This is an optimization exercise on Yosys and OpenROAD, whose aim is small area and a short achievable clock period, not a production implementation.
At most, simulation tests tie the RTL to the original design; equivalence was not proved.
Power is estimated from default activity; no workload was simulated.

== the reference run ==
==> flow/design.v <==
`timescale 1ns / 1ps
module fifo_sync #(
    parameter DATA_WIDTH          = 32,
    parameter DEPTH               = 16,
    parameter ADDR_WIDTH          = $clog2(DEPTH),
    parameter ALMOST_FULL_THRESH  = DEPTH - 2,
    parameter ALMOST_EMPTY_THRESH = 2
) (
    input  wire                    clk,
    input  wire                    rst_n,
    input  wire                    wr_en,
    input  wire [DATA_WIDTH-1:0]   wr_data,
    output reg                     full,
    output reg                     almost_full,
    output reg                     overflow,
    input  wire                    rd_en,
    output reg  [DATA_WIDTH-1:0]   rd_data,
    output reg                     empty,
    output reg                     almost_empty,
    output reg                     underflow,
    output reg  [ADDR_WIDTH:0]     data_count,
    output reg  [ADDR_WIDTH:0]     peak_count
);
    reg [DATA_WIDTH-1:0] mem [0:DEPTH-1];
    reg [ADDR_WIDTH-1:0] wr_ptr;      
    reg [DEPTH-1:0]      rd_sel;      
    reg [DEPTH-1:0]      rd_sel_n;    
    reg [ADDR_WIDTH:0]   cnt_n;
    reg                  full_n;
    reg                  empty_n;
    wire [ADDR_WIDTH:0]  cnt = ~cnt_n;
    wire do_write = wr_en & full_n;
    wire do_read  = rd_en & empty_n;
    wire inc      = do_write & ~do_read;
    wire dec      = do_read & ~do_write;
    integer i;
    always @(posedge clk) begin
        for (i = 0; i < DEPTH; i = i + 1)
            if (full_n && wr_ptr == i)
                mem[i] <= wr_data;
    end
    reg [DATA_WIDTH-1:0] rd_word;
    always @(*) begin
        rd_word = {DATA_WIDTH{1'b0}};
        for (i = 0; i < DEPTH; i = i + 1)
            rd_word = rd_word | (mem[i] & {{(DATA_WIDTH/2){~rd_sel_n[i]}},
                                           {(DATA_WIDTH/2){rd_sel[i]}}});
    end
    always @(posedge clk) begin
        if (!rst_n) begin
            wr_ptr  <= {ADDR_WIDTH{1'b0}};
            rd_sel  <= {{(DEPTH-1){1'b0}}, 1'b1};
            rd_sel_n <= {{(DEPTH-1){1'b1}}, 1'b0};
            rd_data <= {DATA_WIDTH{1'b0}};
        end else begin
            if (do_write) wr_ptr <= wr_ptr + 1'b1;
            if (do_read) begin
                rd_sel  <= {rd_sel[DEPTH-2:0], rd_sel[DEPTH-1]};
                rd_sel_n <= {rd_sel_n[DEPTH-2:0], rd_sel_n[DEPTH-1]};
                rd_data <= rd_word;
            end
        end
    end
    wire [ADDR_WIDTH:0] cnt_up = cnt + 1'b1;
    wire [ADDR_WIDTH:0] cnt_dn = cnt - 1'b1;
    wire peak_hit = (peak_count == cnt);
    always @(posedge clk) begin
        if (!rst_n) begin
            full         <= 1'b0;
            empty        <= 1'b1;
            almost_full  <= 1'b0;
            almost_empty <= 1'b1;
            data_count   <= {(ADDR_WIDTH+1){1'b0}};
            peak_count   <= {(ADDR_WIDTH+1){1'b0}};
            overflow     <= 1'b0;
            underflow    <= 1'b0;
            cnt_n        <= {(ADDR_WIDTH+1){1'b1}};
            full_n       <= 1'b1;
            empty_n      <= 1'b0;
        end else begin
            overflow  <= wr_en & ~full_n;
            underflow <= rd_en & ~empty_n;
            if (inc) begin
                data_count   <= cnt_up;
                cnt_n        <= ~cnt_up;
                full         <= (cnt_up == DEPTH);
                full_n       <= (cnt_up != DEPTH);
                empty        <= 1'b0;
                empty_n      <= 1'b1;
                almost_full  <= (cnt_up >= ALMOST_FULL_THRESH);
                almost_empty <= (cnt_up <= ALMOST_EMPTY_THRESH);
                if (peak_hit) peak_count <= cnt_up;
            end else if (dec) begin
                data_count   <= cnt_dn;
                cnt_n        <= ~cnt_dn;
                full         <= 1'b0;
                full_n       <= 1'b1;
                empty        <= (cnt_dn == 0);
                empty_n      <= (cnt_dn != 0);
                almost_full  <= (cnt_dn >= ALMOST_FULL_THRESH);
                almost_empty <= (cnt_dn <= ALMOST_EMPTY_THRESH);
            end
        end
    end
endmodule
==> flow/config.mk <==
export PLATFORM = sky130hd
export DESIGN_NAME = fifo_sync
export DESIGN_NICKNAME = fifo_sync
export VERILOG_FILES = /design/flow/design.v
export SDC_FILE = /design/flow/constraint.sdc
export NUM_CORES = 4
export LEC_CHECK = 0
export CAP_MARGIN = 20
export CORE_MARGIN = 2
export CORE_UTILIZATION = 65
export CTS_CLUSTER_DIAMETER = 100
export CTS_CLUSTER_SIZE = 25
export PLACE_DENSITY = 0.75
export SETUP_SLACK_MARGIN = 1.4
export SLEW_MARGIN = 20
==> flow/constraint.sdc <==
create_clock -name core_clock -period 3.2 [get_ports {clk}]
set_input_delay 0.6400 -clock core_clock [delete_from_list [all_inputs] [get_ports {clk}]]
set_output_delay 0.6400 -clock core_clock [all_outputs]
set_load 0.01 [all_outputs]
standard.sh (not shown) runs the stock make flow with config.mk's settings and CLKGATE_MAP_FILE= SYNTH_SCRIPT=/design/flow/synth_recipe.tcl, a recipe that flattens the netlist after the stock synthesis.
==> flow/flow/run.sh <==
#!/bin/bash
# Standard ORFS layout, with the port buffers made from plain buffers
# (sky130_fd_sc_hd__buf_2) instead of the default choice.
set -euo pipefail
export BUFFER_PORTS_ARGS="-buffer_cell sky130_fd_sc_hd__buf_2"
bash standard.sh > standard.log 2>&1
Modified inputs, the trial run compared to the reference run
-- flow/design.v --
<<< the reference run, line 25
    reg [ADDR_WIDTH-1:0] wr_ptr;      
    reg [DEPTH-1:0]      rd_sel;      
    reg [DEPTH-1:0]      rd_sel_n;    
    reg [ADDR_WIDTH:0]   cnt_n;
    reg                  full_n;
>>> the trial run, line 25
    reg [ADDR_WIDTH-1:0] wr_ptr;      
    reg [DEPTH-1:0]      rd_sel;      
    reg [ADDR_WIDTH:0]   cnt_n;
    reg                  full_n;
<<< the reference run, line 44
        rd_word = {DATA_WIDTH{1'b0}};
        for (i = 0; i < DEPTH; i = i + 1)
            rd_word = rd_word | (mem[i] & {{(DATA_WIDTH/2){~rd_sel_n[i]}},
                                           {(DATA_WIDTH/2){rd_sel[i]}}});
    end
    always @(posedge clk) begin
>>> the trial run, line 43
        rd_word = {DATA_WIDTH{1'b0}};
        for (i = 0; i < DEPTH; i = i + 1)
            rd_word = rd_word | (mem[i] & {DATA_WIDTH{rd_sel[i]}});
    end
    always @(posedge clk) begin
<<< the reference run, line 51
            wr_ptr  <= {ADDR_WIDTH{1'b0}};
            rd_sel  <= {{(DEPTH-1){1'b0}}, 1'b1};
            rd_sel_n <= {{(DEPTH-1){1'b1}}, 1'b0};
            rd_data <= {DATA_WIDTH{1'b0}};
        end else begin
>>> the trial run, line 49
            wr_ptr  <= {ADDR_WIDTH{1'b0}};
            rd_sel  <= {{(DEPTH-1){1'b0}}, 1'b1};
            rd_data <= {DATA_WIDTH{1'b0}};
        end else begin
<<< the reference run, line 57
            if (do_read) begin
                rd_sel  <= {rd_sel[DEPTH-2:0], rd_sel[DEPTH-1]};
                rd_sel_n <= {rd_sel_n[DEPTH-2:0], rd_sel_n[DEPTH-1]};
                rd_data <= rd_word;
            end
>>> the trial run, line 54
            if (do_read) begin
                rd_sel  <= {rd_sel[DEPTH-2:0], rd_sel[DEPTH-1]};
                rd_data <= rd_word;
            end
[summary]
- Between the reference run and the trial run, the flow reports number of buffers added by the clock tree synthesis step decreasing by a few percent.
- A worst setup path endpoint of rd_data[0] is what the trial run shows, while mem[10][12] belongs to the reference run.
- Compared the trial run vs the reference run, and number of sequential cells in the layout is down in the trial run.
- Synthesized area in the trial run is 620 um^2 lower than in the reference run
- When the trial run is set beside the reference run, its total power density per cell area turns out to be about 3.2% smaller.
- Changes observed in the trial run relative to the reference run: total routing usage reported by global routing increased 1.4 points, total power of the final layout saw a decrease.
- Cmp the trial run vs the reference run: count of clock-buffer cells in the layout lower in the trial run
Function not checked in the reference run: the RTL went through the layout flow alone.

-- re-timing with driven ports --
In the flow no input, the clock included, has a driving cell. The finished layouts below were timed again as built, in two steps. Step 1, drivers: a clkbuf_16 drives clk and a buf_2 each remaining input, both assumed. Step 2 also shifts input and output timing later by t, the mid clock arrival at the registers, as if the neighbouring blocks saw the same clock. Three values: no drivers, after step 1, after step 2; two values: the first two.
run | t (ns) | slack for setup (ns) | worst data-port slew with drivers (ns) | cell pins on the clock port's net
the reference run | 0.627 | 1.411 / 1.370 / 1.127 | 0.09 | 1
the trial run | 0.633 | 1.432 / 1.393 / 1.071 | 0.07 | 1
After both steps every run listed still meets setup and hold. The setup slack of the trial run, which loses most, moves by -0.039 ns with the drivers and by -0.361 ns with both steps.
